This is an optimization exercise on Yosys and OpenROAD, whose aim is small area, a short achievable clock period and few clock cycles per item, not a production implementation.
Function was checked by simulation only, so behaviour that the tests miss may differ from the original.

==> flow/design.v (outline; a module is shown in full before it is edited, if it fits) <==
// module convolution: 20234 lines
// module fa: 4 lines
// module ha: 4 lines
module convolution (
    input wire clk,
    input wire rst,
    input wire start,
    input wire [647:0] input_matrix,
    output reg [647:0] output_matrix,
    output reg done
);
  // ...
==> flow/flow/run.sh <==
#!/bin/bash
# Own layout flow: the standard flow (standard.sh, unchanged synthesis), with the
# port buffers that global placement inserts made sky130_fd_sc_hd__buf_1 instead of
# the default pick (a clock delay buffer). Every port still gets its own buffer.
set -euo pipefail
bash standard.sh "BUFFER_PORTS_ARGS=-buffer_cell sky130_fd_sc_hd__buf_1" finish > flow_make.log 2>&1
==> flow/standard.sh <==
#!/bin/bash
# synth_recipe.tcl (not shown) runs the flow's synth.tcl, then flattens the netlist and writes it again
# the make line also repeats each setting of config.mk as NAME=value (left out here)
make -C /OpenROAD-flow-scripts/flow DESIGN_CONFIG=/design/flow/config.mk WORK_HOME=/design/flow/orfs CLKGATE_MAP_FILE= SYNTH_SCRIPT=/design/flow/synth_recipe.tcl "${@:-finish}"
==> flow/config.mk <==
export PLATFORM = sky130hd
export DESIGN_NAME = convolution
export DESIGN_NICKNAME = convolution
export VERILOG_FILES = /design/flow/design.v
export SDC_FILE = /design/flow/constraint.sdc
export NUM_CORES = 4
export LEC_CHECK = 0
export CAP_MARGIN = 20
export CORE_MARGIN = 2
export CORE_UTILIZATION = 60
export PLACE_DENSITY = 0.7
export SLEW_MARGIN = 20
export SYNTH_HIERARCHICAL = 1
export SYNTH_MINIMUM_KEEP_SIZE = 0
==> flow/constraint.sdc <==
create_clock -name core_clock -period 16.0 [get_ports {clk}]
set_input_delay 3.2000 -clock core_clock [delete_from_list [all_inputs] [get_ports {clk}]]
set_output_delay 3.2000 -clock core_clock [all_outputs]
set_load 0.01 [all_outputs]
==> flow_summary.yaml, run 1 <==
layout:
  nFillCells: 22980
  multi_input_comb_cells: 9628
  multi_input_area_share_pct: 80.88
  post-route-cell-area_um2: 201400
  largestClassByArea: "multi-input combinational cells"
  fin_util_pct: 64.74
  num_antenna_cells: 120
  sh_seq_area_pct: 9.672
grt:
  grt_use_total_pct: 36.57
  gr_layer_usage_met1_pct: 44.25
  grt_max_degree: 136
route:
  dr.max_layer_used: "met5"
  drc: 0
  drtIter0Drc: 7202
synthesis:
  post-synth-top-area-fraction_pct: 73.43
  synth_simple_gate_area_share_pct: 1.756
  post_synth_instance_area_um2: 187200
timing:
  final.hold.worst_slack_ps: 465.8
  finalClockSkew_ps: 0
  final.period_utilization_pct: 81.92
  final_critical_path_setup_slack_ps: 2892
place:
  dp_hpwl_mm: 499.4
clocking:
  worstSkewPairLatency_ps: 830
  cts.clk_slew.worst_paths_ps: 60
  clock_tree_from_tritoncts: "built"
min_path:
  hold_path.startpoint: "done$_DFFE_PP0P_"
  holdPathEnd: "done$_DFFE_PP0P_"
die:
  chipHeight_um: 562.6
  tap-cell-count: 4140
  die_width_um: 562.6
critical_path:
  critPathBufInv: 1
status:
  outcome: "timing/DRC/antenna clean"
Testbench counts, summed over its fixed seeds: cycles 96, items 96.
==> run 2: changes to the inputs <==
--- a/flow/config.mk
+++ b/flow/config.mk
@@ -10,4 +10,5 @@
 export CORE_UTILIZATION = 60
 export PLACE_DENSITY = 0.7
+export SETUP_SLACK_MARGIN = 3
 export SLEW_MARGIN = 20
 export SYNTH_HIERARCHICAL = 1
==> run 2 against run 1 <==
Still clean. Wire length about the same. Area after synthesis unchanged. Synthesized cell count unchanged. Critical path depth unchanged. Die area unchanged. Largest cell class unchanged.
==> flow_summary.yaml, run 2 <==
timing:
  final.hold.worst_slack_ps: 465.9
  number_of_endpoints_with_negative_hold_slack_in_the_final_report: 0
  timing.final.crit_period_ps: 12800
  unrepaired_setup_endpoints_after_global_routing: "false"
  setup_viol: 0
  slew_violations: 0
  final_critical_path_setup_slack_ps: 3202
  fmaxAchievable_mhz: 78.14
  max_slew_margin_pct: 31.41
  finalClockSkew_ps: 0
  setup_tns_ps: 0
  final.period_utilization_pct: 79.99
  tightestPinTransition_ps: 1029
layout:
  syn2layout_area_growth_pct: 7.633
  most_common_cell_after_layout_fill_and_taps_aside: "sky130_fd_sc_hd__fa_1"
  nFillCells: 22990
  final_net_count: 21740
  layout_common_cells: "6865 x sky130_fd_sc_hd__fa_1, 1358 x sky130_fd_sc_hd__inv_1, 1250 x sky130_fd_sc_hd__buf_1, 1134 x sky130_fd_sc_hd__ha_1, 648 x sky130_fd_sc_hd__edfxtp_1"
  sequential_cell_area_um2: 19480
  largest_register_ff_count: 648
  final_layout_size_suffix_gt1_share_pct: 2.841
  reg.largest.list: "output_matrix x648, done x1"
  max_flop_register: "output_matrix"
  multi_input_comb_area_um2: 162900
grt:
  via_count_of_the_first_global_routing_pass: 126000
  grt_antenna_before_repair: 150
  grt_use_total_pct: 36.57
  gr_layer_usage_met1_pct: 44.25
  met2_usage_pct: 59.66
  grt_util_met3_pct: 9.059
  globalRoute.totalOverflow: 0
  grt.busiest_layer: "met2"
  grt_max_degree: 136
  grt_first_pass_wirelength_mm: 811.3
synthesis:
  netlist_top_cells_count: "6867 x sky130_fd_sc_hd__fa_1, 1358 x sky130_fd_sc_hd__inv_1, 1134 x sky130_fd_sc_hd__ha_1, 648 x sky130_fd_sc_hd__edfxtp_1, 327 x sky130_fd_sc_hd__nand2_1"
  postSynthRegisterBits: 649
  synth_area_per_cell_um2: 16.20
  synth-async-reset-ratio_pct: 0.1541
  number_of_warnings_reported_in_the_yosys_synthesis_log: 7
  yosys.cell_count.top_type: "sky130_fd_sc_hd__fa_1"
  yosysSeqAreaShare_pct: 10.41
  synthesis.instances: 11560
  synth.lib_cells_used.distinct: 27
  post-synth-top-area-fraction_pct: 73.43
  post_synth_instance_area_um2: 187200
  netlist.top_cell.by_area: "sky130_fd_sc_hd__fa_1"
  synth_enable_flop_cells: 648
  synth.top_cells.by_area: "sky130_fd_sc_hd__fa_1 73%, sky130_fd_sc_hd__edfxtp_1 10%, sky130_fd_sc_hd__ha_1 7.6%"
  top_flip_flop_cell_by_instance_count_after_synthesis: "sky130_fd_sc_hd__edfxtp_1"
route:
  drc: 0
  drtIter0Drc: 7260
  totalWireLength_mm: 541.3
  num_vias: 103100
  first_pass_iters: 5
  routed_via_density: 5.918
  avgRoutedWirePerCell_um: 31.06
  route.antenna.remaining_nets: 0
die:
  num_io_pins: 1300
  start_util_pct: 60.17
  chipHeight_um: 562.6
  die_width_um: 562.6
  area_of_the_die_um2: 316500
  placeableCoreArea_um2: 311100
  floorplan_row_count: 205
clocking:
  clock-root-buffer: "sky130_fd_sc_hd__clkbuf_16"
  clock_tree.htree_level_count: 3
  cts.clk_slew.worst_paths_ps: 60
  cts_buffer_depth: 4
  cts.sinks: 649
  clock_tree_from_tritoncts: "built"
  worstSkewPairLatency_ps: 830
  cts_inserted_buffers: 96
critical_path:
  crit_type: "in -> reg"
  path_max_fanout: 6
  element_type_at_the_critical_path_start: "input pin"
  critical-path-slowest-cell: "sky130_fd_sc_hd__fa_1"
  critical_path.most_common_cell: "sky130_fd_sc_hd__fa_1"
  crit_end_category: "flip-flop"
  worst-endpoint-required_ps: 16580
  worst_path_largest_cell_delay_ps: 770
  worstPathArrival_ps: 13380
status:
  outcome: "timing/DRC/antenna clean"
min_path:
  hold_path.class: "reg -> reg"
flow_run:
  max_cap_violations: 0
place:
  port_buffers: 1299
  dp_hpwl_mm: 499.4
  place_worst_setup_slack_ps: 2149
  gp_congestion: 1.014
[run 2: cell counts after synthesis]
Identical to the previous run, type by type.
[run 2: cell type report]
type / count / area share [%]
clock inverter: 59 / 0.2937
antenna: 119 / 0.1478
tap: 4140 / 2.571
sequential: 649 / 9.669
multi-input combinational: 9628 / 80.86
inverter: 1358 / 2.530
clock buffer: 113 / 1.234
timing repair buffer: 1359 / 2.694
[run 2: per-stage QoR]
stage / cells / util [%] / instance area, µm²
after floorplan: 11640 / - / 187500
after global placement: 17130 / 63.66 / 198100
after detailed placement: 17130 / 63.66 / 198100
after CTS: 17310 / 64.65 / 201100
after global routing: 17410 / 64.75 / 201500
final: 17430 / 64.76 / 201500
[run 2: Yosys stat by module (local to each module, per instance)]
| module | times used | flip-flops and latches |
|---|---|---|
| fa | 6786 | 0 |
| convolution | 1 | 649 |
| ha | 972 | 0 |
[run 2: per-layer routing]
metal	up-vias	wire (µm)
li1	39600	-
met1	58240	183300
met2	4211	273800
met3	1052	44000
met4	24	40110
met5	-	150
[run 2: cell families after synthesis]
group | Yosys count | synth area share, %
other | 1 | 0.002003
flip-flops | 649 | 10.41
AND/OR/NAND/NOR | 594 | 1.756
AO/OA/AOI/OAI | 446 | 1.614
adder cells (fa/ha/maj) | 8181 | 81.97
buffers and inverters | 1358 | 2.723
XOR/XNOR | 326 | 1.525
[run 2: repair_timing]
item,4_1_cts,5_1_grt
hold buffers,0,0
buffers inserted,0,0
gates resized for setup,0,63
endpoints found under the setup margin,0,64
[run 2: worst paths after layout]
| kind | from | to | slack, ps | depth (start not counted) |
|---|---|---|---|---|
| setup / recovery | input_matrix[177] | output_matrix[180]$_DFFE_PP_ | 3200 | 26 |
| min in group asynchronous | rst | done$_DFFE_PP0P_ | 2410 | 2 |
| hold / removal | done$_DFFE_PP0P_ | done$_DFFE_PP0P_ | 470 | 1 |
| hold reg to reg | done$_DFFE_PP0P_ | done$_DFFE_PP0P_ | 470 | 1 |
| setup reg to reg | done$_DFFE_PP0P_ | done$_DFFE_PP0P_ | 15230 | 1 |
| max in group asynchronous | rst | done$_DFFE_PP0P_ | 13480 | 2 |
[run 2: critical path: cells and delay by family]
| kind | cells | cell delay [ps] |
|---|---|---|
| and+or+nand+nor | 2 | 240 |
| buffers and inverters | 1 | 510 |
| AOI/OAI and AO/OA | 2 | 360 |
| xor gates and xnor gates | 1 | 510 |
| adders and majority gates | 20 | 8540 |
==> run 3: changes to the inputs <==
--- a/flow/config.mk
+++ b/flow/config.mk
@@ -10,5 +10,5 @@
 export CORE_UTILIZATION = 60
 export PLACE_DENSITY = 0.7
-export SETUP_SLACK_MARGIN = 3
+export SETUP_SLACK_MARGIN = 4
 export SLEW_MARGIN = 20
 export SYNTH_HIERARCHICAL = 1
==> run 3 against run 2 <==
Worst hold slack gained 17 ps. Flip-flop and latch count unchanged. Area after synthesis did not move. Cell area increased by 5.1%. Cell count rose by 3.4%. First-iteration DRC count decreased by 4.4%. Clock skew stayed put. Sequential share of layout area shrank 0.47 points. Register-to-register slack about the same. Synthesized cell count did not move. Critical path depth is the same.
==> flow_summary.yaml, run 3 <==
synthesis:
  netlist.top_cell.by_area: "sky130_fd_sc_hd__fa_1"
  synth.lib_cells_used.distinct: 27
  synthesis.instances: 11560
  synth.top_cells.by_area: "sky130_fd_sc_hd__fa_1 73%, sky130_fd_sc_hd__edfxtp_1 10%, sky130_fd_sc_hd__ha_1 7.6%"
  yosysSeqAreaShare_pct: 10.41
  synth_area_per_cell_um2: 16.20
  top_flip_flop_cell_by_instance_count_after_synthesis: "sky130_fd_sc_hd__edfxtp_1"
  yosys.cell_count.top_type: "sky130_fd_sc_hd__fa_1"
  synth_enable_flop_cells: 648
  netlist_top_cells_count: "6867 x sky130_fd_sc_hd__fa_1, 1358 x sky130_fd_sc_hd__inv_1, 1134 x sky130_fd_sc_hd__ha_1, 648 x sky130_fd_sc_hd__edfxtp_1, 327 x sky130_fd_sc_hd__nand2_1"
  synth-async-reset-ratio_pct: 0.1541
  post-synth-top-area-fraction_pct: 73.43
  post_synth_instance_area_um2: 187200
  postSynthRegisterBits: 649
  number_of_warnings_reported_in_the_yosys_synthesis_log: 7
route:
  first_pass_iters: 8
  totalWireLength_mm: 538.1
  num_vias: 105100
  drc: 0
  route.antenna.remaining_nets: 0
  avgRoutedWirePerCell_um: 29.87
  drtIter0Drc: 6941
  routed_via_density: 5.836
timing:
  finalClockSkew_ps: 0
  setup_viol: 0
  tightestPinTransition_ps: 1003
  final.period_utilization_pct: 74.34
  number_of_endpoints_with_negative_hold_slack_in_the_final_report: 0
  slew_violations: 0
  setup_tns_ps: 0
  fmaxAchievable_mhz: 84.07
  unrepaired_setup_endpoints_after_global_routing: "true"
  max_slew_margin_pct: 33.13
  timing.final.crit_period_ps: 11890
grt:
  grt_antenna_before_repair: 139
  grt_first_pass_wirelength_mm: 802.0
  grt_max_degree: 131
  via_count_of_the_first_global_routing_pass: 125800
  globalRoute.totalOverflow: 0
  grt_use_total_pct: 36.05
die:
  placeableCoreArea_um2: 311100
  num_io_pins: 1300
  chipHeight_um: 562.6
  area_of_the_die_um2: 316500
  floorplan_row_count: 205
  start_util_pct: 60.17
  die_width_um: 562.6
layout:
  layoutNonFillerInstCount: 18020
  reg.largest.list: "output_matrix x648, done x1"
  most_common_cell_after_layout_fill_and_taps_aside: "sky130_fd_sc_hd__fa_1"
  largest_register_ff_count: 648
  max_flop_register: "output_matrix"
  final_layout_size_suffix_gt1_share_pct: 19.13
  layout_common_cells: "5695 x sky130_fd_sc_hd__fa_1, 1357 x sky130_fd_sc_hd__inv_1, 1172 x sky130_fd_sc_hd__fa_2, 1047 x sky130_fd_sc_hd__buf_1, 927 x sky130_fd_sc_hd__ha_1"
  nFillCells: 21960
  syn2layout_area_growth_pct: 13.12
  final_net_count: 22350
clocking:
  clock-root-buffer: "sky130_fd_sc_hd__clkbuf_16"
  post_cts_hold_buffer_count: 0
  clock_tree.htree_level_count: 3
  cts_inserted_buffers: 97
  clock_tree_from_tritoncts: "built"
  worstSkewPairLatency_ps: 870
  cts_buffer_depth: 4
  cts.clk_slew.worst_paths_ps: 70
  cts.sinks: 649
place:
  cells_after_dpl: 17130
  gp_congestion: 1.015
  port_buffers: 1299
  dp_hpwl_mm: 490.5
critical_path:
  path_max_fanout: 4
  worst-endpoint-required_ps: 16600
  element_type_at_the_critical_path_start: "input pin"
  worst_path_largest_cell_delay_ps: 650
  worstPathArrival_ps: 12490
  critical_path.most_common_cell: "sky130_fd_sc_hd__fa_1"
  critical-path-slowest-cell: "sky130_fd_sc_hd__fa_2"
  crit_end_category: "flip-flop"
  crit_type: "in -> reg"
flow_run:
  max_cap_violations: 0
status:
  outcome: "timing/DRC/antenna clean"
min_path:
  hold_path.class: "reg -> reg"
run 3: cell counts after synthesis:
No cell type changed its count.
run 3: worst paths after layout:
path | slack [ps] | cells past startpoint | end | from
hold / removal | 480 | 1 | done$_DFFE_PP0P_ | done$_DFFE_PP0P_
hold reg to reg | 480 | 1 | done$_DFFE_PP0P_ | done$_DFFE_PP0P_
setup / recovery | 4110 | 26 | output_matrix[171]$_DFFE_PP_ | input_matrix[161]
max in group asynchronous | 13790 | 2 | done$_DFFE_PP0P_ | rst
setup reg to reg | 15220 | 1 | done$_DFFE_PP0P_ | done$_DFFE_PP0P_
min in group asynchronous | 2120 | 2 | done$_DFFE_PP0P_ | rst
run 3: area by class of cell:
| type | instances | area, µm² | share of cell area (%) |
|---|---|---|---|
| multi-input cells | 9628 | 168100 | 79.36 |
| flip-flops and latches | 649 | 19480 | 9.200 |
| repair buffers | 1963 | 10540 | 4.975 |
| well taps | 4140 | 5180 | 2.446 |
| inverters | 1358 | 5097 | 2.407 |
| clock buffers | 107 | 2507 | 1.184 |
| clock inverters | 65 | 651.9 | 0.3078 |
| diodes | 106 | 265.3 | 0.1253 |
run 3: what timing repair did:
| action | in CTS | in global routing |
|---|---|---|
| buffers inserted | 9 | 598 |
| setup endpoints to repair | 313 | 400 |
| gates resized for setup | 235 | 476 |
| pin swaps | 8 | 314 |
run 3: cells by family (layout without fill, tap and decap cells):
group,count (synthesis),count (layout),synth area share [%]
other,1,187,0.002003
buffers and inverters,1358,3493,2.723
and+or+nand+nor,594,594,1.756
DFF,649,649,10.41
adders and majority gates,8181,8181,81.97
xor gates and xnor gates,326,326,1.525
AOI/OAI and AO/OA,446,446,1.614
run 3: per-module statistics from Yosys, one instance, submodules excluded:
module | cells inside | area [µm²]
ha | 1 | 12.51
fa | 1 | 20.02
convolution | 3797 | 39200
run 3: metrics by stage:
stage | hold WS (ps) | utilization [%] | worst slack, ps | area (µm²)
2_1_floorplan | 512.1 | - | 3938 | 191600
3_5_place_dp | 460.8 | 64.95 | 2264 | 202100
3_3_place_gp | 454.6 | 64.95 | 2528 | 202100
6_report | 482.9 | 68.07 | 4105 | 211800
4_1_cts | 476.1 | 66.12 | 3992 | 205700
5_1_grt | 483.7 | 68.05 | 3881 | 211700
run 3: layer usage:
metal	track usage (%)	wire length (µm)	part of all wire, %
met3	8.109	42560	7.9
met1	44.79	185100	34
met4	21.91	39700	7.4
met5	0	131	0.024
met2	58.40	270600	50
run 3: critical path, delay by kind of cell:
kind	cells	cell delay, ps
simple gates	2	270
buf+inv	3	340
compound gates	2	350
fa+ha+maj	19	8290
==> run 4: changes to the inputs <==
--- a/flow/config.mk
+++ b/flow/config.mk
@@ -10,5 +10,5 @@
 export CORE_UTILIZATION = 60
 export PLACE_DENSITY = 0.7
-export SETUP_SLACK_MARGIN = 4
+export SETUP_SLACK_MARGIN = 4.5
 export SLEW_MARGIN = 20
 export SYNTH_HIERARCHICAL = 1
==> run 4 against run 3 <==
Still clean on timing, DRC and antenna. Clock skew did not move. Synthesized cell count stayed put. Non-clock buffer count rose by 505.
==> flow_summary.yaml, run 4 <==
synthesis:
  synth_area_per_cell_um2: 16.20
  yosys.cell_count.top_type: "sky130_fd_sc_hd__fa_1"
  number_of_warnings_reported_in_the_yosys_synthesis_log: 7
  post_synth_instance_area_um2: 187200
  yosysSeqAreaShare_pct: 10.41
  postSynthRegisterBits: 649
  synth-async-reset-ratio_pct: 0.1541
  netlist_top_cells_count: "6867 x sky130_fd_sc_hd__fa_1, 1358 x sky130_fd_sc_hd__inv_1, 1134 x sky130_fd_sc_hd__ha_1, 648 x sky130_fd_sc_hd__edfxtp_1, 327 x sky130_fd_sc_hd__nand2_1"
  synthesis.instances: 11560
  synth_enable_flop_cells: 648
  top_flip_flop_cell_by_instance_count_after_synthesis: "sky130_fd_sc_hd__edfxtp_1"
  netlist.top_cell.by_area: "sky130_fd_sc_hd__fa_1"
  synth.top_cells.by_area: "sky130_fd_sc_hd__fa_1 73%, sky130_fd_sc_hd__edfxtp_1 10%, sky130_fd_sc_hd__ha_1 7.6%"
  synth.lib_cells_used.distinct: 27
  post-synth-top-area-fraction_pct: 73.43
clocking:
  cts.sinks: 649
  clock-root-buffer: "sky130_fd_sc_hd__clkbuf_16"
  cts_inserted_buffers: 94
  post_cts_hold_buffer_count: 0
  clock_tree_from_tritoncts: "built"
  clock_tree.htree_level_count: 3
  cts.clk_slew.worst_paths_ps: 60
  cts_buffer_depth: 4
  worstSkewPairLatency_ps: 850
die:
  placeableCoreArea_um2: 311100
  chipHeight_um: 562.6
  area_of_the_die_um2: 316500
  start_util_pct: 60.17
  die_width_um: 562.6
  num_io_pins: 1300
  floorplan_row_count: 205
place:
  dp_hpwl_mm: 494.6
  port_buffers: 1299
  place_worst_setup_slack_ps: 2690
  dpl_cell_area_um2: 206000
  gp_congestion: 1.001
layout:
  most_common_cell_after_layout_fill_and_taps_aside: "sky130_fd_sc_hd__fa_1"
  final_net_count: 22850
  syn2layout_area_growth_pct: 19.73
  post-route-cell-area_um2: 224200
  sequential_cell_area_um2: 19480
  final_layout_size_suffix_gt1_share_pct: 34.20
  reg.largest.list: "output_matrix x648, done x1"
  nFillCells: 20430
  layout_common_cells: "4618 x sky130_fd_sc_hd__fa_1, 2249 x sky130_fd_sc_hd__fa_2, 1230 x sky130_fd_sc_hd__inv_1, 1097 x sky130_fd_sc_hd__buf_4, 1012 x sky130_fd_sc_hd__buf_1"
  multi_input_comb_area_um2: 175000
  largest_register_ff_count: 648
  max_flop_register: "output_matrix"
route:
  routed_via_density: 5.811
  drc: 0
  avgRoutedWirePerCell_um: 30.08
  route.antenna.remaining_nets: 0
  totalWireLength_mm: 557.0
  first_pass_iters: 6
  num_vias: 107600
  drtIter0Drc: 6471
timing:
  fmaxAchievable_mhz: 85.73
  final.period_utilization_pct: 72.90
  number_of_endpoints_with_negative_hold_slack_in_the_final_report: 0
  finalClockSkew_ps: 0
  tightestPinTransition_ps: 990.3
  slew_violations: 0
  final_critical_path_setup_slack_ps: 4336
  unrepaired_setup_endpoints_after_global_routing: "true"
  max_slew_margin_pct: 33.98
  timing.final.crit_period_ps: 11660
  setup_viol: 0
  setup_tns_ps: 0
grt:
  grt.busiest_layer: "met2"
  gr_layer_usage_met1_pct: 44.92
  grt_use_total_pct: 36.88
  met2_usage_pct: 60.53
  via_count_of_the_first_global_routing_pass: 129700
  grt_max_degree: 128
  grt_antenna_before_repair: 139
  grt_util_met3_pct: 7.800
  grt_first_pass_wirelength_mm: 821.2
  globalRoute.totalOverflow: 0
critical_path:
  startpoint: "input_matrix[224]"
  crit_type: "in -> reg"
  depth_of_the_worst_register_to_register_path: 1
  path_max_fanout: 8
  path_length_in_cells_of_the_critical_path: 28
  r2r_start: "done$_DFFE_PP0P_"
  critical-path-slowest-cell: "sky130_fd_sc_hd__or4_4"
  timing.critical_path.max_delay_family: "adder cells"
  crit_end_category: "flip-flop"
  critPathBufInv: 4
  critical_path.most_common_cell: "sky130_fd_sc_hd__fa_2"
  worst-endpoint-required_ps: 16640
  element_type_at_the_critical_path_start: "input pin"
  worstPathArrival_ps: 12300
  worst_path_largest_cell_delay_ps: 640
min_path:
  hold_path.class: "reg -> reg"
  hold_path.startpoint: "done$_DFFE_PP0P_"
  whs_path_depth: 1
flow_run:
  max_cap_violations: 0
status:
  outcome: "timing/DRC/antenna clean"
==> run 4: final cells by class <==
cell class	instances	area share [%]
Sequential cell	649	8.692
Timing Repair Buffer	2468	7.125
Clock inverter	63	0.3210
Antenna cell	109	0.1217
Multi-Input combinational cell	9628	78.09
Tap cell	4140	2.311
Clock buffer	102	1.063
Inverter	1358	2.281
==> run 4: per-module statistics from Yosys (local to each module, per instance) <==
| module | cells | cell area [µm²] |
|---|---|---|
| convolution | 3797 | 39200 |
| fa | 1 | 20.02 |
| ha | 1 | 12.51 |
==> run 4: worst paths after layout <==
check                                               end  slack (ps)
max in group asynchronous              done$_DFFE_PP0P_       13760
hold / removal                         done$_DFFE_PP0P_         490
min in group asynchronous              done$_DFFE_PP0P_        2150
setup reg to reg                       done$_DFFE_PP0P_       15210
hold reg to reg                        done$_DFFE_PP0P_         490
setup / recovery           output_matrix[303]$_DFFE_PP_        4340
==> run 4: metrics by stage <==
stage | util (%) | cells | hold slack [ps]
5_1_grt | 72.04 | 18510 | 502.0
4_1_cts | 69.09 | 17730 | 494.1
2_1_floorplan | - | 11640 | 512.1
3_3_place_gp | 66.21 | 17140 | 479.7
6_report | 72.04 | 18520 | 487.6
3_5_place_dp | 66.21 | 17140 | 480.1
==> run 4: per-layer routing <==
layer	up-vias	wire length (µm)
li1	41770	-
met1	60610	190400
met2	4063	283200
met3	1127	40320
met4	28	42850
met5	-	202
==> run 4: what timing repair did <==
action | CTS | global route
pin swaps | 521 | 855
gates cloned | 0 | 0
buffers inserted | 424 | 682
setup endpoints to repair | 491 | 318
gates resized for setup | 872 | 943
==> run 4: logic make-up after synthesis <==
family	Yosys count	synth area share [%]
xor gates and xnor gates	326	1.525
buffers and inverters	1358	2.723
DFF	649	10.41
AOI/OAI and AO/OA	446	1.614
and+or+nand+nor	594	1.756
adders and majority gates	8181	81.97
other	1	0.002003
==> run 5: changes to the inputs <==
--- a/flow/config.mk
+++ b/flow/config.mk
@@ -10,5 +10,5 @@
 export CORE_UTILIZATION = 60
 export PLACE_DENSITY = 0.7
-export SETUP_SLACK_MARGIN = 4.5
+export SETUP_SLACK_MARGIN = 3.5
 export SLEW_MARGIN = 20
 export SYNTH_HIERARCHICAL = 1
==> run 5 against run 4 <==
Synthesized cell count unchanged. Global-route usage decreased by 0.29 points. Via count decreased by 3.6%. Register-to-register slack improved by 20 ps. Largest cell class unchanged.
==> flow_summary.yaml, run 5 <==
layout:
  most_common_cell_after_layout_fill_and_taps_aside: "sky130_fd_sc_hd__fa_1"
  largest_register_ff_count: 648
  reg.largest.list: "output_matrix x648, done x1"
  layout_common_cells: "6672 x sky130_fd_sc_hd__fa_1, 1358 x sky130_fd_sc_hd__inv_1, 1102 x sky130_fd_sc_hd__buf_1, 1086 x sky130_fd_sc_hd__ha_1, 648 x sky130_fd_sc_hd__edfxtp_1"
  nFillCells: 22850
  final_layout_size_suffix_gt1_share_pct: 6.538
  final_net_count: 21840
  syn2layout_area_growth_pct: 8.478
  max_flop_register: "output_matrix"
route:
  routed_via_density: 5.923
  drtIter0Drc: 7329
  first_pass_iters: 7
  wl_met2_mm: 274.6
  drc: 0
  dr.max_layer_used: "met5"
  wl_met1_mm: 184.0
  route.antenna.remaining_nets: 0
  totalWireLength_mm: 543.3
  detailroute.wirelength.met3_mm: 44.39
  num_vias: 103800
  avgRoutedWirePerCell_um: 31.01
critical_path:
  startpoint: "input_matrix[384]"
  element_type_at_the_critical_path_start: "input pin"
  worstPathArrival_ps: 12930
  depth_of_the_worst_register_to_register_path: 1
  crit_end_category: "flip-flop"
  worst-endpoint-required_ps: 16620
  critical_path.endpoint: "output_matrix[399]$_DFFE_PP_"
  r2r_start: "done$_DFFE_PP0P_"
  reg2reg_setup_slack_ps: 15230
  r2r_end: "done$_DFFE_PP0P_"
  path_max_fanout: 8
  crit_type: "in -> reg"
synthesis:
  synth_area_per_cell_um2: 16.20
  post-synth-top-area-fraction_pct: 73.43
  yosysSeqAreaShare_pct: 10.41
  post_synth_instance_area_um2: 187200
  netlist.top_cell.by_area: "sky130_fd_sc_hd__fa_1"
  netlist_top_cells_count: "6867 x sky130_fd_sc_hd__fa_1, 1358 x sky130_fd_sc_hd__inv_1, 1134 x sky130_fd_sc_hd__ha_1, 648 x sky130_fd_sc_hd__edfxtp_1, 327 x sky130_fd_sc_hd__nand2_1"
  synth_enable_flop_cells: 648
  synth.top_cells.by_area: "sky130_fd_sc_hd__fa_1 73%, sky130_fd_sc_hd__edfxtp_1 10%, sky130_fd_sc_hd__ha_1 7.6%"
  top_flip_flop_cell_by_instance_count_after_synthesis: "sky130_fd_sc_hd__edfxtp_1"
  postSynthRegisterBits: 649
  number_of_warnings_reported_in_the_yosys_synthesis_log: 7
  synthesis.instances: 11560
  synth.lib_cells_used.distinct: 27
  yosys.cell_count.top_type: "sky130_fd_sc_hd__fa_1"
  synth-async-reset-ratio_pct: 0.1541
grt:
  grt_use_total_pct: 36.59
  grt_antenna_before_repair: 149
  grt_first_pass_wirelength_mm: 811.7
  via_count_of_the_first_global_routing_pass: 126000
  grt_max_degree: 136
  globalRoute.totalOverflow: 0
timing:
  number_of_endpoints_with_negative_hold_slack_in_the_final_report: 0
  setup_tns_ps: 0
  tightestPinTransition_ps: 1033
  slew_violations: 0
  unrepaired_setup_endpoints_after_global_routing: "true"
  max_slew_margin_pct: 31.15
  setup_viol: 0
  timing.final.crit_period_ps: 12310
  final.period_utilization_pct: 76.93
  finalClockSkew_ps: 0
  fmaxAchievable_mhz: 81.24
die:
  die_width_um: 562.6
  placeableCoreArea_um2: 311100
  start_util_pct: 60.17
  area_of_the_die_um2: 316500
  num_io_pins: 1300
  floorplan_row_count: 205
  chipHeight_um: 562.6
clocking:
  clock_tree_from_tritoncts: "built"
  post_cts_hold_buffer_count: 0
  cts_buffer_depth: 4
  clock-root-buffer: "sky130_fd_sc_hd__clkbuf_16"
  cts.clk_slew.worst_paths_ps: 60
  clock_tree.htree_level_count: 3
  cts.sinks: 649
  cts_inserted_buffers: 96
  worstSkewPairLatency_ps: 830
place:
  gp_congestion: 1.014
  port_buffers: 1299
  dp_hpwl_mm: 499.4
flow_run:
  max_cap_violations: 0
status:
  outcome: "timing/DRC/antenna clean"
min_path:
  hold_path.class: "reg -> reg"
-- run 5: critical path, stage by stage --
cell	delay (ps)
sky130_fd_sc_hd__buf_1	70
sky130_fd_sc_hd__buf_4	210
sky130_fd_sc_hd__fa_1	480
sky130_fd_sc_hd__fa_1	470
sky130_fd_sc_hd__ha_2	200
sky130_fd_sc_hd__fa_2	380
sky130_fd_sc_hd__fa_2	360
sky130_fd_sc_hd__fa_1	780
sky130_fd_sc_hd__fa_1	510
sky130_fd_sc_hd__fa_1	440
sky130_fd_sc_hd__fa_1	460
sky130_fd_sc_hd__fa_2	640
sky130_fd_sc_hd__inv_1	80
sky130_fd_sc_hd__fa_1	380
sky130_fd_sc_hd__fa_1	410
sky130_fd_sc_hd__fa_1	400
sky130_fd_sc_hd__fa_1	460
sky130_fd_sc_hd__fa_1	400
sky130_fd_sc_hd__fa_1	400
sky130_fd_sc_hd__fa_1	480
sky130_fd_sc_hd__nand2_1	90
sky130_fd_sc_hd__a221oi_1	70
sky130_fd_sc_hd__a31oi_1	230
sky130_fd_sc_hd__fa_2	260
sky130_fd_sc_hd__or3b_1	410
sky130_fd_sc_hd__or4_4	470
sky130_fd_sc_hd__nor2_2	110
sky130_fd_sc_hd__xor2_1	70
-- run 5: final cells by class --
type | instances | area [µm²] | area share, %
clock buffer | 113 | 2487 | 1.225
tap | 4140 | 5180 | 2.551
inverter | 1358 | 5097 | 2.510
antenna | 119 | 297.8 | 0.1466
clock inverter | 59 | 591.8 | 0.2914
multi-input combinational | 9628 | 163600 | 80.55
timing repair buffer | 1454 | 6355 | 3.129
sequential | 649 | 19480 | 9.594
-- run 5: kinds of logic (layout without fill, tap and decap cells) --
kind of cell	after synthesis	in the layout	share of synthesized area, %
flip-flops	649	649	10.41
adder cells (fa/ha/maj)	8181	8181	81.97
XOR/XNOR	326	326	1.525
AND/OR/NAND/NOR	594	594	1.756
AO/OA/AOI/OAI	446	446	1.614
buffers and inverters	1358	2984	2.723
other	1	200	0.002003
-- run 5: routing by layer --
layer / track usage (%) / vias up
met4: 22.31 / 26
met3: 8.925 / 1064
li1: - / 39790
met1: 44.40 / 58610
met2: 59.83 / 4285
met5: 0 / -
-- run 5: through the flow --
stage          setup WS [ps]  cell area (µm²)  std cells  hold WS [ps]  utilization [%]
6_report                3691           203100      17520         465.7            65.27
4_1_cts                 3412           201400      17310         470.7            64.74
2_1_floorplan           3651           187500      11640         512.1                -
3_3_place_gp            2300           198100      17130         459.9            63.66
3_5_place_dp            2149           198100      17130         456.9            63.66
5_1_grt                 3462           203000      17500         512.7            65.26
-- run 5: worst min path at each step --
stage	cells after the start	from	endpoint	slack, ps
2_1_floorplan	1	done$_DFFE_PP0P_	done$_DFFE_PP0P_	510
3_3_place_gp	1	done$_DFFE_PP0P_	done$_DFFE_PP0P_	460
6_report	1	done$_DFFE_PP0P_	done$_DFFE_PP0P_	470
5_1_grt	1	done$_DFFE_PP0P_	done$_DFFE_PP0P_	510
3_5_place_dp	1	done$_DFFE_PP0P_	done$_DFFE_PP0P_	460
4_1_cts	1	done$_DFFE_PP0P_	done$_DFFE_PP0P_	470
-- run 5: modules after synthesis, one instance, submodules excluded --
module | flip-flops and latches | cells inside | cell area (µm²) | times used
fa | 0 | 1 | 20.02 | 6786
ha | 0 | 1 | 12.51 | 972
convolution | 649 | 3797 | 39200 | 1
-- run 5: timing repair --
item,4_1_cts,5_1_grt
gates cloned,0,0
pin swaps,0,43
gates resized for setup,135,385
endpoints found under the hold margin,0,0
setup buffers,0,95
setup endpoints to repair,137,332
==> run 6: changes to the inputs <==
--- a/flow/config.mk
+++ b/flow/config.mk
@@ -10,5 +10,5 @@
 export CORE_UTILIZATION = 60
 export PLACE_DENSITY = 0.7
-export SETUP_SLACK_MARGIN = 3.5
+export SETUP_SLACK_MARGIN = 3.75
 export SLEW_MARGIN = 20
 export SYNTH_HIERARCHICAL = 1
==> run 6 against run 5 <==
Still clean. Cell area grew 2.0%. Non-clock buffer count is 298 higher. Global-route usage down 0.22 points. Largest cell class unchanged.
==> flow_summary.yaml, run 6 <==
min_path:
  hold_path.startpoint: "done$_DFFE_PP0P_"
  hold_path.class: "reg -> reg"
clocking:
  cts_inserted_buffers: 96
  cts.clk_slew.worst_paths_ps: 50
  clock-root-buffer: "sky130_fd_sc_hd__clkbuf_16"
  clock_tree_from_tritoncts: "built"
  post_cts_hold_buffer_count: 0
  cts_buffer_depth: 4
  cts.sinks: 649
  clock_tree.htree_level_count: 3
  worstSkewPairLatency_ps: 830
layout:
  final_layout_size_suffix_gt1_share_pct: 11.74
  layoutNonFillerInstCount: 17810
  final_net_count: 22140
  syn2layout_area_growth_pct: 10.62
  reg.largest.list: "output_matrix x648, done x1"
  multi_input_comb_area_um2: 165000
  layout_common_cells: "6439 x sky130_fd_sc_hd__fa_1, 1358 x sky130_fd_sc_hd__inv_1, 1065 x sky130_fd_sc_hd__buf_1, 972 x sky130_fd_sc_hd__ha_1, 648 x sky130_fd_sc_hd__edfxtp_1"
  most_common_cell_after_layout_fill_and_taps_aside: "sky130_fd_sc_hd__fa_1"
  max_flop_register: "output_matrix"
  fin_util_pct: 66.56
  largest_register_ff_count: 648
  post-route-cell-area_um2: 207100
  sequential_cell_area_um2: 19480
  nFillCells: 22390
route:
  avgRoutedWirePerCell_um: 30.57
  routed_via_density: 5.871
  num_vias: 104600
  route.antenna.remaining_nets: 0
  drtIter0Drc: 6970
  drc: 0
  first_pass_iters: 8
  totalWireLength_mm: 544.3
synthesis:
  synth-async-reset-ratio_pct: 0.1541
  synth.top_cells.by_area: "sky130_fd_sc_hd__fa_1 73%, sky130_fd_sc_hd__edfxtp_1 10%, sky130_fd_sc_hd__ha_1 7.6%"
  netlist.top_cell.by_area: "sky130_fd_sc_hd__fa_1"
  synth_enable_flop_cells: 648
  synth_area_per_cell_um2: 16.20
  yosysSeqAreaShare_pct: 10.41
  number_of_warnings_reported_in_the_yosys_synthesis_log: 7
  top_flip_flop_cell_by_instance_count_after_synthesis: "sky130_fd_sc_hd__edfxtp_1"
  netlist_top_cells_count: "6867 x sky130_fd_sc_hd__fa_1, 1358 x sky130_fd_sc_hd__inv_1, 1134 x sky130_fd_sc_hd__ha_1, 648 x sky130_fd_sc_hd__edfxtp_1, 327 x sky130_fd_sc_hd__nand2_1"
  synth.lib_cells_used.distinct: 27
  synthesis.instances: 11560
  yosys.cell_count.top_type: "sky130_fd_sc_hd__fa_1"
  postSynthRegisterBits: 649
  post_synth_instance_area_um2: 187200
  post-synth-top-area-fraction_pct: 73.43
place:
  port_buffers: 1299
  dp_hpwl_mm: 497.0
  cells_after_dpl: 17140
  dpl_cell_area_um2: 198400
  place_worst_setup_slack_ps: 2315
  gp_congestion: 1.062
timing:
  tightestPinTransition_ps: 1097
  finalClockSkew_ps: 0
  final.period_utilization_pct: 75.96
  unrepaired_setup_endpoints_after_global_routing: "true"
  timing.final.crit_period_ps: 12150
  number_of_endpoints_with_negative_hold_slack_in_the_final_report: 0
  max_slew_margin_pct: 26.85
  fmaxAchievable_mhz: 82.28
  final_critical_path_setup_slack_ps: 3847
  setup_tns_ps: 0
  setup_viol: 0
  final.hold.worst_slack_ps: 467.0
  slew_violations: 0
critical_path:
  timing.critical_path.max_delay_family: "adder cells"
  critPathBufInv: 2
  crit_end_category: "flip-flop"
  path_max_fanout: 6
  element_type_at_the_critical_path_start: "input pin"
  crit_type: "in -> reg"
  r2r_start: "done$_DFFE_PP0P_"
  critical_path.most_common_cell: "sky130_fd_sc_hd__fa_1"
  startpoint: "input_matrix[35]"
  worstPathArrival_ps: 12790
  reg2reg_setup_slack_ps: 15230
  worst-endpoint-required_ps: 16640
  worst_path_largest_cell_delay_ps: 530
  critical-path-slowest-cell: "sky130_fd_sc_hd__fa_1"
grt:
  grt_antenna_before_repair: 150
  grt_first_pass_wirelength_mm: 809.7
  grt_max_degree: 134
  globalRoute.totalOverflow: 0
  via_count_of_the_first_global_routing_pass: 126400
  grt_use_total_pct: 36.38
die:
  num_io_pins: 1300
  start_util_pct: 60.17
  floorplan_row_count: 205
  die_width_um: 562.6
  area_of_the_die_um2: 316500
  chipHeight_um: 562.6
  placeableCoreArea_um2: 311100
flow_run:
  max_cap_violations: 0
status:
  outcome: "timing/DRC/antenna clean"
-- run 6: path summary, 6_finish.rpt --
check,to,depth (start not counted)
max,output_matrix[111]$_DFFE_PP_,26
min,done$_DFFE_PP0P_,1
max reg2reg,done$_DFFE_PP0P_,1
min reg2reg,done$_DFFE_PP0P_,1
max in group asynchronous,done$_DFFE_PP0P_,2
min in group asynchronous,done$_DFFE_PP0P_,2
-- run 6: layout make-up --
cell class                      instances  area share, %
Clock buffer                          102          1.191
Timing Repair Buffer                 1752          4.278
Clock inverter                         68         0.3462
Antenna cell                          110         0.1329
Inverter                             1358          2.461
Multi-Input combinational cell       9628          79.68
Tap cell                             4140          2.501
Sequential cell                       649          9.408
-- run 6: logic make-up (layout without fill, tap and decap cells) --
family                     count (synthesis)  in the layout  share of synthesized area (%)
and+or+nand+nor                          594            594                          1.756
AOI/OAI and AO/OA                        446            446                          1.614
adders and majority gates               8181           8181                          81.97
DFF                                      649            649                          10.41
buffers and inverters                   1358           3280                          2.723
other                                      1            191                       0.002003
xor gates and xnor gates                 326            326                          1.525
-- run 6: repair_timing --
item                                    in CTS  in global routing
gates resized for setup                    275                657
pin swaps                                    1                212
buffers inserted                             1                390
endpoints found under the setup margin     288                379
-- run 6: routing by layer --
layer	GRT usage [%]	routed length, µm
met5	0	143
met4	22.25	39290
met3	8.945	45010
met2	58.70	272600
met1	44.80	187300
-- run 6: per-module statistics from Yosys (local to each module, per instance) --
module	flops+latches	times used	cells inside
convolution	649	1	3797
fa	0	6786	1
ha	0	972	1
==> run 7: changes to the inputs <==
--- a/flow/config.mk
+++ b/flow/config.mk
@@ -10,5 +10,5 @@
 export CORE_UTILIZATION = 60
 export PLACE_DENSITY = 0.7
-export SETUP_SLACK_MARGIN = 3.75
+export SETUP_SLACK_MARGIN = 3.25
 export SLEW_MARGIN = 20
 export SYNTH_HIERARCHICAL = 1
==> run 7 against run 6 <==
Still clean. Via count down 1.4%. Cell count down 2.1%. Clock skew unchanged. Critical path depth up 1. Register-to-register slack about the same. Non-clock buffer count down 393. Area after synthesis unchanged. Core utilization down 1.7 points. Cell area down 2.6%. Die area unchanged.
==> flow_summary.yaml, run 7 <==
die:
  placeableCoreArea_um2: 311100
  floorplan_row_count: 205
  num_io_pins: 1300
  die_width_um: 562.6
  chipHeight_um: 562.6
  area_of_the_die_um2: 316500
  start_util_pct: 60.17
synthesis:
  yosys.cell_count.top_type: "sky130_fd_sc_hd__fa_1"
  netlist.top_cell.by_area: "sky130_fd_sc_hd__fa_1"
  netlist_top_cells_count: "6867 x sky130_fd_sc_hd__fa_1, 1358 x sky130_fd_sc_hd__inv_1, 1134 x sky130_fd_sc_hd__ha_1, 648 x sky130_fd_sc_hd__edfxtp_1, 327 x sky130_fd_sc_hd__nand2_1"
  synth_area_per_cell_um2: 16.20
  yosysSeqAreaShare_pct: 10.41
  top_flip_flop_cell_by_instance_count_after_synthesis: "sky130_fd_sc_hd__edfxtp_1"
  number_of_warnings_reported_in_the_yosys_synthesis_log: 7
  postSynthRegisterBits: 649
  post_synth_instance_area_um2: 187200
  synth.lib_cells_used.distinct: 27
  synth_enable_flop_cells: 648
  synth.top_cells.by_area: "sky130_fd_sc_hd__fa_1 73%, sky130_fd_sc_hd__edfxtp_1 10%, sky130_fd_sc_hd__ha_1 7.6%"
  post-synth-top-area-fraction_pct: 73.43
  synthesis.instances: 11560
  synth-async-reset-ratio_pct: 0.1541
layout:
  layoutNonFillerInstCount: 17430
  max_flop_register: "output_matrix"
  largest_register_ff_count: 648
  final_net_count: 21740
  syn2layout_area_growth_pct: 7.759
  reg.largest.list: "output_matrix x648, done x1"
  layout_common_cells: "6831 x sky130_fd_sc_hd__fa_1, 1358 x sky130_fd_sc_hd__inv_1, 1148 x sky130_fd_sc_hd__buf_1, 1131 x sky130_fd_sc_hd__ha_1, 648 x sky130_fd_sc_hd__edfxtp_1"
  final_layout_size_suffix_gt1_share_pct: 3.904
  fin_util_pct: 64.84
  nFillCells: 22960
  most_common_cell_after_layout_fill_and_taps_aside: "sky130_fd_sc_hd__fa_1"
clocking:
  cts_buffer_depth: 4
  cts_inserted_buffers: 96
  clock_tree_from_tritoncts: "built"
  clock-root-buffer: "sky130_fd_sc_hd__clkbuf_16"
  post_cts_hold_buffer_count: 0
  cts.clk_slew.worst_paths_ps: 60
  cts.sinks: 649
  worstSkewPairLatency_ps: 830
  clock_tree.htree_level_count: 3
grt:
  grt_max_degree: 136
  grt_first_pass_wirelength_mm: 811.3
  via_count_of_the_first_global_routing_pass: 126000
  grt_antenna_before_repair: 145
  grt_use_total_pct: 36.57
  globalRoute.totalOverflow: 0
status:
  outcome: "timing/DRC/antenna clean"
timing:
  slew_violations: 0
  final.period_utilization_pct: 78.73
  final_critical_path_setup_slack_ps: 3404
  timing.final.crit_period_ps: 12600
  setup_tns_ps: 0
  fmaxAchievable_mhz: 79.39
  max_slew_margin_pct: 29.72
  setup_viol: 0
  final.hold.worst_slack_ps: 465.8
  number_of_endpoints_with_negative_hold_slack_in_the_final_report: 0
  finalClockSkew_ps: 0
  tightestPinTransition_ps: 1054
  unrepaired_setup_endpoints_after_global_routing: "true"
route:
  totalWireLength_mm: 541.4
  drc: 0
  first_pass_iters: 8
  route.antenna.remaining_nets: 0
  routed_via_density: 5.916
  num_vias: 103100
  avgRoutedWirePerCell_um: 31.06
  drtIter0Drc: 7114
place:
  dp_hpwl_mm: 499.4
  port_buffers: 1299
  place_worst_setup_slack_ps: 2149
  gp_congestion: 1.014
  cells_after_dpl: 17130
critical_path:
  crit_end_category: "flip-flop"
  path_max_fanout: 6
  worstPathArrival_ps: 13170
  worst-endpoint-required_ps: 16570
  element_type_at_the_critical_path_start: "input pin"
  crit_type: "in -> reg"
flow_run:
  max_cap_violations: 0
min_path:
  hold_path.class: "reg -> reg"
-- run 7: cell counts after synthesis --
No cell type changed its count.
-- run 7: per-layer routing --
layer | share of wire [%] | global-route usage [%]
met1 | 34 | 44.20
met3 | 8.2 | 9.095
met5 | 0.028 | 0
met4 | 7.4 | 22.66
met2 | 51 | 59.67
-- run 7: cell families (layout without fill, tap and decap cells) --
group	Yosys count	count (layout)	share of synthesized area (%)
fa+ha+maj	8181	8181	81.97
simple gates	594	594	1.756
flops	649	649	10.41
other cells	1	204	0.002003
compound gates	446	446	1.614
buf+inv	1358	2889	2.723
xor+xnor	326	326	1.525
-- run 7: area by class of cell --
type	count	area (µm²)	share of cell area (%)
Antenna cell	123	307.8	0.1526
Clock buffer	113	2487	1.233
Clock inverter	59	591.8	0.2934
Inverter	1358	5097	2.527
Multi-Input combinational cell	9628	163000	80.82
Sequential cell	649	19480	9.658
Tap cell	4140	5180	2.568
Timing Repair Buffer	1359	5555	2.754
-- run 7: path summary, 6_finish.rpt --
check | slack (ps) | from | depth (start not counted) | endpoint
setup / recovery | 3400 | input_matrix[106] | 27 | output_matrix[111]$_DFFE_PP_
hold / removal | 470 | done$_DFFE_PP0P_ | 1 | done$_DFFE_PP0P_
setup reg to reg | 15230 | done$_DFFE_PP0P_ | 1 | done$_DFFE_PP0P_
hold reg to reg | 470 | done$_DFFE_PP0P_ | 1 | done$_DFFE_PP0P_
max in group asynchronous | 13490 | rst | 2 | done$_DFFE_PP0P_
min in group asynchronous | 2400 | rst | 2 | done$_DFFE_PP0P_
-- run 7: timing repair --
| item | 4_1_cts | 5_1_grt |
|---|---|---|
| setup endpoints to repair | 12 | 246 |
| resized for setup | 12 | 211 |
| endpoints found under the hold margin | 0 | 0 |
| setup buffers | 0 | 0 |
-- run 7: modules after synthesis (local to each module, per instance) --
module	flops+latches	cell area (µm²)	cells inside	times used
convolution	649	39200	3797	1
fa	0	20.02	1	6786
ha	0	12.51	1	972
-- run 7: stage by stage --
stage | instance area (µm²)
after floorplan | 187500
after global placement | 198100
after detailed placement | 198100
after CTS | 201200
after global routing | 201700
final | 201700
-- run 7: critical path, stage by stage --
cell and delay [ps]:
sky130_fd_sc_hd__buf_1 450, sky130_fd_sc_hd__fa_1 550, sky130_fd_sc_hd__fa_1 450, sky130_fd_sc_hd__ha_1 210, sky130_fd_sc_hd__fa_1 380, sky130_fd_sc_hd__fa_1 380, sky130_fd_sc_hd__fa_1 390, sky130_fd_sc_hd__fa_1 390
sky130_fd_sc_hd__fa_1 380, sky130_fd_sc_hd__ha_1 530, sky130_fd_sc_hd__fa_1 510, sky130_fd_sc_hd__fa_1 390, sky130_fd_sc_hd__fa_1 410, sky130_fd_sc_hd__fa_1 510, sky130_fd_sc_hd__ha_1 160, sky130_fd_sc_hd__fa_1 450
sky130_fd_sc_hd__inv_1 110, sky130_fd_sc_hd__fa_1 390, sky130_fd_sc_hd__fa_1 390, sky130_fd_sc_hd__fa_1 390, sky130_fd_sc_hd__fa_1 440, sky130_fd_sc_hd__ha_1 210, sky130_fd_sc_hd__fa_1 370, sky130_fd_sc_hd__ha_1 200
sky130_fd_sc_hd__fa_1 370, sky130_fd_sc_hd__ha_1 350, sky130_fd_sc_hd__xor2_1 180
==> run 8: changes to the inputs <==
--- a/flow/config.mk
+++ b/flow/config.mk
@@ -8,7 +8,7 @@
 export CAP_MARGIN = 20
 export CORE_MARGIN = 2
-export CORE_UTILIZATION = 60
-export PLACE_DENSITY = 0.7
-export SETUP_SLACK_MARGIN = 3.25
+export CORE_UTILIZATION = 68
+export PLACE_DENSITY = 0.78
+export SETUP_SLACK_MARGIN = 4
 export SLEW_MARGIN = 20
 export SYNTH_HIERARCHICAL = 1
==> run 8 against run 7 <==
Sequential share of layout area down 0.45 points. Flip-flop and latch count unchanged. Via count up 4.5%. First-iteration DRC count up 22%. Synthesized cell count unchanged. Global-route usage up 4.3 points. Non-clock buffer count up 653. Maximum frequency up 5.4%. Area after synthesis unchanged. Worst setup slack better by 650 ps. Highest routed layer unchanged.
==> flow_summary.yaml, run 8 <==
synthesis:
  synthesis.instances: 11560
  synth_area_per_cell_um2: 16.20
  synth-async-reset-ratio_pct: 0.1541
  netlist_top_cells_count: "6867 x sky130_fd_sc_hd__fa_1, 1358 x sky130_fd_sc_hd__inv_1, 1134 x sky130_fd_sc_hd__ha_1, 648 x sky130_fd_sc_hd__edfxtp_1, 327 x sky130_fd_sc_hd__nand2_1"
  synth.top_cells.by_area: "sky130_fd_sc_hd__fa_1 73%, sky130_fd_sc_hd__edfxtp_1 10%, sky130_fd_sc_hd__ha_1 7.6%"
  number_of_warnings_reported_in_the_yosys_synthesis_log: 7
  postSynthRegisterBits: 649
  synth.mux.area_fraction_pct: 0
  yosysSeqAreaShare_pct: 10.41
  yosys.cell_count.top_type: "sky130_fd_sc_hd__fa_1"
  synth_compound_area_share_pct: 1.614
  synth_top_family_by_area: "adder cells"
  top_flip_flop_cell_by_instance_count_after_synthesis: "sky130_fd_sc_hd__edfxtp_1"
  netlist.top_cell.by_area: "sky130_fd_sc_hd__fa_1"
  area_share_of_fa_ha_maj_cells_after_synthesis_pct: 81.97
  post_synth_instance_area_um2: 187200
  post-synth-top-area-fraction_pct: 73.43
  synth_simple_gate_area_share_pct: 1.756
  synth_enable_flop_cells: 648
  synth.lib_cells_used.distinct: 27
  synthXorXnorAreaFrac_pct: 1.525
route:
  avgRoutedWirePerCell_um: 30.93
  route.antenna.remaining_nets: 0
  drtIter0Drc: 8713
  num_vias: 107700
  routed_via_density: 6.146
  drc: 0
  first_pass_iters: 6
  totalWireLength_mm: 542.1
timing:
  timing.final.crit_period_ps: 11950
  final_critical_path_setup_slack_ps: 4052
  unrepaired_setup_endpoints_after_global_routing: "true"
  slew_violations: 0
  setup_viol: 0
  setup_tns_ps: 0
  final.period_utilization_pct: 74.67
  fmaxAchievable_mhz: 83.70
  finalClockSkew_ps: 0
  number_of_endpoints_with_negative_hold_slack_in_the_final_report: 0
  tightestPinTransition_ps: 1015
  max_slew_margin_pct: 32.36
grt:
  via_count_of_the_first_global_routing_pass: 128500
  grt_first_pass_wirelength_mm: 803.0
  grt_use_total_pct: 40.88
  grt_max_degree: 143
  globalRoute.totalOverflow: 0
  grt_antenna_before_repair: 148
clocking:
  cts.clk_slew.worst_paths_ps: 60
  clock_tree_from_tritoncts: "built"
  cts_buffer_depth: 4
  cts_inserted_buffers: 95
  cts.sinks: 649
  clock_tree.htree_level_count: 3
  worstSkewPairLatency_ps: 880
  post_cts_hold_buffer_count: 0
  clock-root-buffer: "sky130_fd_sc_hd__clkbuf_16"
layout:
  multi_input_comb_area_um2: 168200
  nFillCells: 16210
  reg.largest.list: "output_matrix x648, done x1"
  max_flop_register: "output_matrix"
  layout_common_cells: "5660 x sky130_fd_sc_hd__fa_1, 1357 x sky130_fd_sc_hd__inv_1, 1207 x sky130_fd_sc_hd__fa_2, 1039 x sky130_fd_sc_hd__buf_1, 907 x sky130_fd_sc_hd__ha_1"
  most_common_cell_after_layout_fill_and_taps_aside: "sky130_fd_sc_hd__fa_1"
  syn2layout_area_growth_pct: 13.05
  largest_register_ff_count: 648
  sequential_cell_area_um2: 19480
  final_net_count: 22400
  final_layout_size_suffix_gt1_share_pct: 19.86
critical_path:
  critPathBufInv: 3
  worst-endpoint-required_ps: 16610
  worst_path_largest_cell_delay_ps: 570
  critical-path-slowest-cell: "sky130_fd_sc_hd__fa_1"
  crit_end_category: "flip-flop"
  timing.critical_path.max_delay_family: "adder cells"
  worstPathArrival_ps: 12560
  critical_path.most_common_cell: "sky130_fd_sc_hd__fa_1"
  element_type_at_the_critical_path_start: "input pin"
  crit_type: "in -> reg"
  path_max_fanout: 6
die:
  floorplan_row_count: 192
  die_width_um: 528.7
  chipHeight_um: 528.7
  start_util_pct: 68.36
  num_io_pins: 1300
  area_of_the_die_um2: 279500
  placeableCoreArea_um2: 273900
status:
  outcome: "timing/DRC/antenna clean"
place:
  dp_hpwl_mm: 485.2
  place_worst_setup_slack_ps: 2630
  gp_congestion: 1.037
  port_buffers: 1299
min_path:
  hold_path.class: "reg -> reg"
flow_run:
  max_cap_violations: 0
==> run 8: cell counts after synthesis <==
No cell type changed its count.
==> run 8: cells by family (layout without fill, tap and decap cells) <==
kind of cell             count (synthesis)  after routing
AO/OA/AOI/OAI                          446            446
XOR/XNOR                               326            326
adder cells (fa/ha/maj)               8181           8181
buffers and inverters                 1358           3539
flip-flops                             649            649
other                                    1            204
AND/OR/NAND/NOR                        594            594
==> run 8: metal layers <==
layer  vias to the layer above  GRT usage [%]  part of all wire, %  wire [µm]
li1                      40900              -                    -          -
met1                     60170          50.51                   33     178700
met2                      5262          64.66                   50     269900
met3                      1376          10.27                  8.9      48510
met4                        18          27.60                  8.3      44920
met5                         -              0                0.021        115
==> run 8: repair_timing <==
action / 4_1_cts / 5_1_grt
resized for setup: 277 / 509
endpoints found under the hold margin: 0 / 0
buffers inserted: 8 / 657
endpoints found under the setup margin: 322 / 354
pin swaps: 8 / 355
==> run 8: metrics by stage <==
| step | area [µm²] | hold slack [ps] | std cells | util [%] |
|---|---|---|---|---|
| 2_1_floorplan | 191600 | 512.1 | 11640 | - |
| 3_3_place_gp | 201400 | 452.1 | 16570 | 73.52 |
| 3_5_place_dp | 201400 | 454.7 | 16570 | 73.52 |
| 4_1_cts | 204900 | 469.1 | 16750 | 74.82 |
| 5_1_grt | 211600 | 496.1 | 17520 | 77.27 |
| 6_report | 211600 | 463.2 | 17530 | 77.28 |
==> run 8: path summary, 6_finish.rpt <==
check | end | startpoint | cells past startpoint | slack [ps]
worst max-delay path | output_matrix[407]$_DFFE_PP_ | input_matrix[329] | 28 | 4050
worst min-delay path | done$_DFFE_PP0P_ | done$_DFFE_PP0P_ | 1 | 460
worst max register to register | done$_DFFE_PP0P_ | done$_DFFE_PP0P_ | 1 | 15230
worst min register to register | done$_DFFE_PP0P_ | done$_DFFE_PP0P_ | 1 | 460
max in group asynchronous | done$_DFFE_PP0P_ | rst | 2 | 13790
min in group asynchronous | done$_DFFE_PP0P_ | rst | 2 | 2120
==> run 8: layout make-up <==
class                   instances  share of cell area, %
clock inverters                61                 0.2968
inverters                    1358                  2.409
flip-flops and latches        649                  9.206
multi-input cells            9628                  79.48
repair buffers               2012                  5.168
clock buffers                 108                  1.171
diodes                        123                 0.1454
well taps                    3589                  2.122
==> run 8: modules after synthesis (local to each module, per instance) <==
module	times used	flip-flops and latches	cell area (µm²)
convolution	1	649	39200
fa	6786	0	20.02
ha	972	0	12.51
==> run 9: changes to the inputs <==
--- a/flow/config.mk
+++ b/flow/config.mk
@@ -8,6 +8,6 @@
 export CAP_MARGIN = 20
 export CORE_MARGIN = 2
-export CORE_UTILIZATION = 68
-export PLACE_DENSITY = 0.78
+export CORE_UTILIZATION = 55
+export PLACE_DENSITY = 0.65
 export SETUP_SLACK_MARGIN = 4
 export SLEW_MARGIN = 20
==> run 9 against run 8 <==
Still clean. Critical path type unchanged. Global-route usage fell by 7.7 points. Cell area increased by 0.34%. Via count is 3.2% lower.
==> flow_summary.yaml, run 9 <==
status:
  outcome: "timing/DRC/antenna clean"
synthesis:
  synth_area_per_cell_um2: 16.20
  yosys.cell_count.top_type: "sky130_fd_sc_hd__fa_1"
  area_share_of_fa_ha_maj_cells_after_synthesis_pct: 81.97
  yosysSeqAreaShare_pct: 10.41
  synthXorXnorAreaFrac_pct: 1.525
  postSynthRegisterBits: 649
  synth.lib_cells_used.distinct: 27
  synth_enable_flop_cells: 648
  synth_simple_gate_area_share_pct: 1.756
  synthesis.instances: 11560
  post_synth_instance_area_um2: 187200
  synth.mux.area_fraction_pct: 0
  synth-async-reset-ratio_pct: 0.1541
  synth.top_cells.by_area: "sky130_fd_sc_hd__fa_1 73%, sky130_fd_sc_hd__edfxtp_1 10%, sky130_fd_sc_hd__ha_1 7.6%"
  netlist.top_cell.by_area: "sky130_fd_sc_hd__fa_1"
  number_of_warnings_reported_in_the_yosys_synthesis_log: 7
  top_flip_flop_cell_by_instance_count_after_synthesis: "sky130_fd_sc_hd__edfxtp_1"
  post-synth-top-area-fraction_pct: 73.43
  synth_compound_area_share_pct: 1.614
  netlist_top_cells_count: "6867 x sky130_fd_sc_hd__fa_1, 1358 x sky130_fd_sc_hd__inv_1, 1134 x sky130_fd_sc_hd__ha_1, 648 x sky130_fd_sc_hd__edfxtp_1, 327 x sky130_fd_sc_hd__nand2_1"
  synth_top_family_by_area: "adder cells"
timing:
  final.period_utilization_pct: 74.51
  setup_viol: 0
  unrepaired_setup_endpoints_after_global_routing: "true"
  setup_tns_ps: 0
  max_slew_margin_pct: 33.59
  fmaxAchievable_mhz: 83.88
  finalClockSkew_ps: 0
  slew_violations: 0
  tightestPinTransition_ps: 996.2
  timing.final.crit_period_ps: 11920
  final.hold.worst_slack_ps: 476.7
  number_of_endpoints_with_negative_hold_slack_in_the_final_report: 0
critical_path:
  worst-endpoint-required_ps: 16570
  element_type_at_the_critical_path_start: "input pin"
  critical-path-slowest-cell: "sky130_fd_sc_hd__fa_1"
  r2r_start: "done$_DFFE_PP0P_"
  crit_type: "in -> reg"
  worstPathArrival_ps: 12490
  crit_end_category: "flip-flop"
  path_max_fanout: 4
  startpoint: "input_matrix[554]"
  critical_path.most_common_cell: "sky130_fd_sc_hd__fa_1"
  worst_path_largest_cell_delay_ps: 580
grt:
  gr_layer_usage_met1_pct: 41.59
  grt.busiest_layer: "met2"
  grt_max_degree: 104
  via_count_of_the_first_global_routing_pass: 125000
  grt_first_pass_wirelength_mm: 811.3
  grt_use_total_pct: 33.14
  met2_usage_pct: 54.71
  grt_util_met3_pct: 7.062
  grt_antenna_before_repair: 137
  globalRoute.totalOverflow: 0
die:
  chipHeight_um: 587.4
  num_io_pins: 1300
  placeableCoreArea_um2: 339200
  die_width_um: 587.4
  area_of_the_die_um2: 345100
  start_util_pct: 55.18
  floorplan_row_count: 214
route:
  totalWireLength_mm: 543.6
  drc: 0
  avgRoutedWirePerCell_um: 29.51
  num_vias: 104300
  route.antenna.remaining_nets: 0
  first_pass_iters: 7
  routed_via_density: 5.662
  drtIter0Drc: 6506
layout:
  largest_register_ff_count: 648
  max_flop_register: "output_matrix"
  layout_common_cells: "5693 x sky130_fd_sc_hd__fa_1, 1357 x sky130_fd_sc_hd__inv_1, 1174 x sky130_fd_sc_hd__fa_2, 1046 x sky130_fd_sc_hd__buf_1, 915 x sky130_fd_sc_hd__ha_1"
  final_layout_size_suffix_gt1_share_pct: 19.30
  nFillCells: 25730
  reg.largest.list: "output_matrix x648, done x1"
  final_net_count: 22370
  syn2layout_area_growth_pct: 13.44
  most_common_cell_after_layout_fill_and_taps_aside: "sky130_fd_sc_hd__fa_1"
clocking:
  clock_tree.htree_level_count: 3
  worstSkewPairLatency_ps: 830
  cts_buffer_depth: 4
  cts.sinks: 649
  clock_tree_from_tritoncts: "built"
  cts_inserted_buffers: 95
  cts.clk_slew.worst_paths_ps: 60
  clock-root-buffer: "sky130_fd_sc_hd__clkbuf_16"
  post_cts_hold_buffer_count: 0
min_path:
  hold_path.class: "reg -> reg"
  hold_path.startpoint: "done$_DFFE_PP0P_"
place:
  gp_congestion: 1.011
  port_buffers: 1299
  dp_hpwl_mm: 499.9
flow_run:
  max_cap_violations: 0
run 9: cell counts after synthesis:
No cell type changed its count.
run 9: final timing paths:
kind	end	slack, ps	depth (start not counted)
worst max-delay path	output_matrix[559]$_DFFE_PP_	4080	28
worst min-delay path	done$_DFFE_PP0P_	480	1
worst max register to register	done$_DFFE_PP0P_	15220	1
worst min register to register	done$_DFFE_PP0P_	480	1
max in group asynchronous	done$_DFFE_PP0P_	13560	2
min in group asynchronous	done$_DFFE_PP0P_	2330	2
run 9: through the flow:
stage	std cells	setup slack, ps	cell area (µm²)	util [%]
after floorplan	11640	3938	191600	-
after global placement	17520	2758	202600	59.71
after detailed placement	17520	2619	202600	59.71
after CTS	17690	4000	206100	60.77
after global routing	18410	3890	212300	62.59
final	18420	4079	212400	62.60
run 9: layout make-up:
cell class | count | area, µm² | share of cell area, %
Inverter | 1358 | 5097 | 2.400
Timing Repair Buffer | 1985 | 10730 | 5.053
Multi-Input combinational cell | 9628 | 168100 | 79.15
Sequential cell | 649 | 19480 | 9.175
Tap cell | 4536 | 5675 | 2.672
Antenna cell | 98 | 245.2 | 0.1155
Clock buffer | 109 | 2451 | 1.154
Clock inverter | 56 | 603.1 | 0.2840
run 9: modules after synthesis, one instance, submodules excluded:
module	area, µm²	times used	flip-flops and latches
ha	12.51	972	0
convolution	39200	1	649
fa	20.02	6786	0
run 9: logic make-up (layout without fill, tap and decap cells):
group | after synthesis | after routing
XOR/XNOR | 326 | 326
AND/OR/NAND/NOR | 594 | 594
flip-flops | 649 | 649
buffers and inverters | 1358 | 3508
adder cells (fa/ha/maj) | 8181 | 8181
AO/OA/AOI/OAI | 446 | 446
other | 1 | 179
run 9: worst max-delay path, delay by kind of cell:
kind / cells / cell delay (ps)
adders and majority gates: 24 / 8680
buffers and inverters: 3 / 420
xor gates and xnor gates: 1 / 170
run 9: layer usage:
metal	part of all wire, %	vias to the layer above	wire length [µm]
li1	-	40780	-
met1	36	58960	193400
met2	51	3618	277200
met3	7.2	903	39370
met4	6.2	26	33440
met5	0.033	-	182
run 9: repair_timing:
item	4_1_cts	5_1_grt
setup endpoints to repair	336	383
buffers inserted	3	629
pin swaps	10	343
resized for setup	274	519

[separate check: timing with driven ports]
The flow's constraints put no driver on any port. The routed layouts listed below were extracted and timed again, unchanged, in two steps.
Step 1, drivers: a clkbuf_16 drives clk and a buf_2 each remaining input, both assumed.
Step 2 also shifts input and output timing later by t, the mid clock arrival at the registers, as if the neighbouring blocks saw the same clock.
a / b / c = no drivers / after step 1 / after step 2; a / b = the first two.
run	shift t [ns]	setup slack, ns	hold WS [ns]	worst setup path at the end	slew at the worst register clock pin (ns)
run 1	0.965	2.892 / 2.858 / 1.894	0.466 / 0.466 / 0.466	input to register	0.07 / 0.07
run 2	0.967	3.202 / 3.200 / 2.234	0.466 / 0.466 / 0.466	input to register	0.07 / 0.07
run 3	0.963	4.105 / 4.055 / 3.093	0.483 / 0.483 / 0.483	input to register	0.07 / 0.07
run 4	0.968	4.336 / 4.360 / 3.392	0.488 / 0.488 / 0.488	input to register	0.08 / 0.08
run 5	0.966	3.691 / 3.659 / 2.693	0.466 / 0.466 / 0.466	input to register	0.07 / 0.07
run 6	0.982	3.847 / 3.848 / 2.866	0.467 / 0.467 / 0.467	input to register	0.07 / 0.07
run 7	0.969	3.404 / 3.345 / 2.376	0.466 / 0.466 / 0.466	input to register	0.07 / 0.07
run 8	0.959	4.052 / 3.979 / 3.021	0.463 / 0.463 / 0.463	input to register	0.07 / 0.07
run 9	0.969	4.079 / 4.125 / 3.156	0.477 / 0.477 / 0.477	input to register	0.07 / 0.07
After both steps setup and hold are still met in every run listed. The setup slack of run 8, which loses most, moves by -0.073 ns with the drivers and by -1.031 ns with both steps.
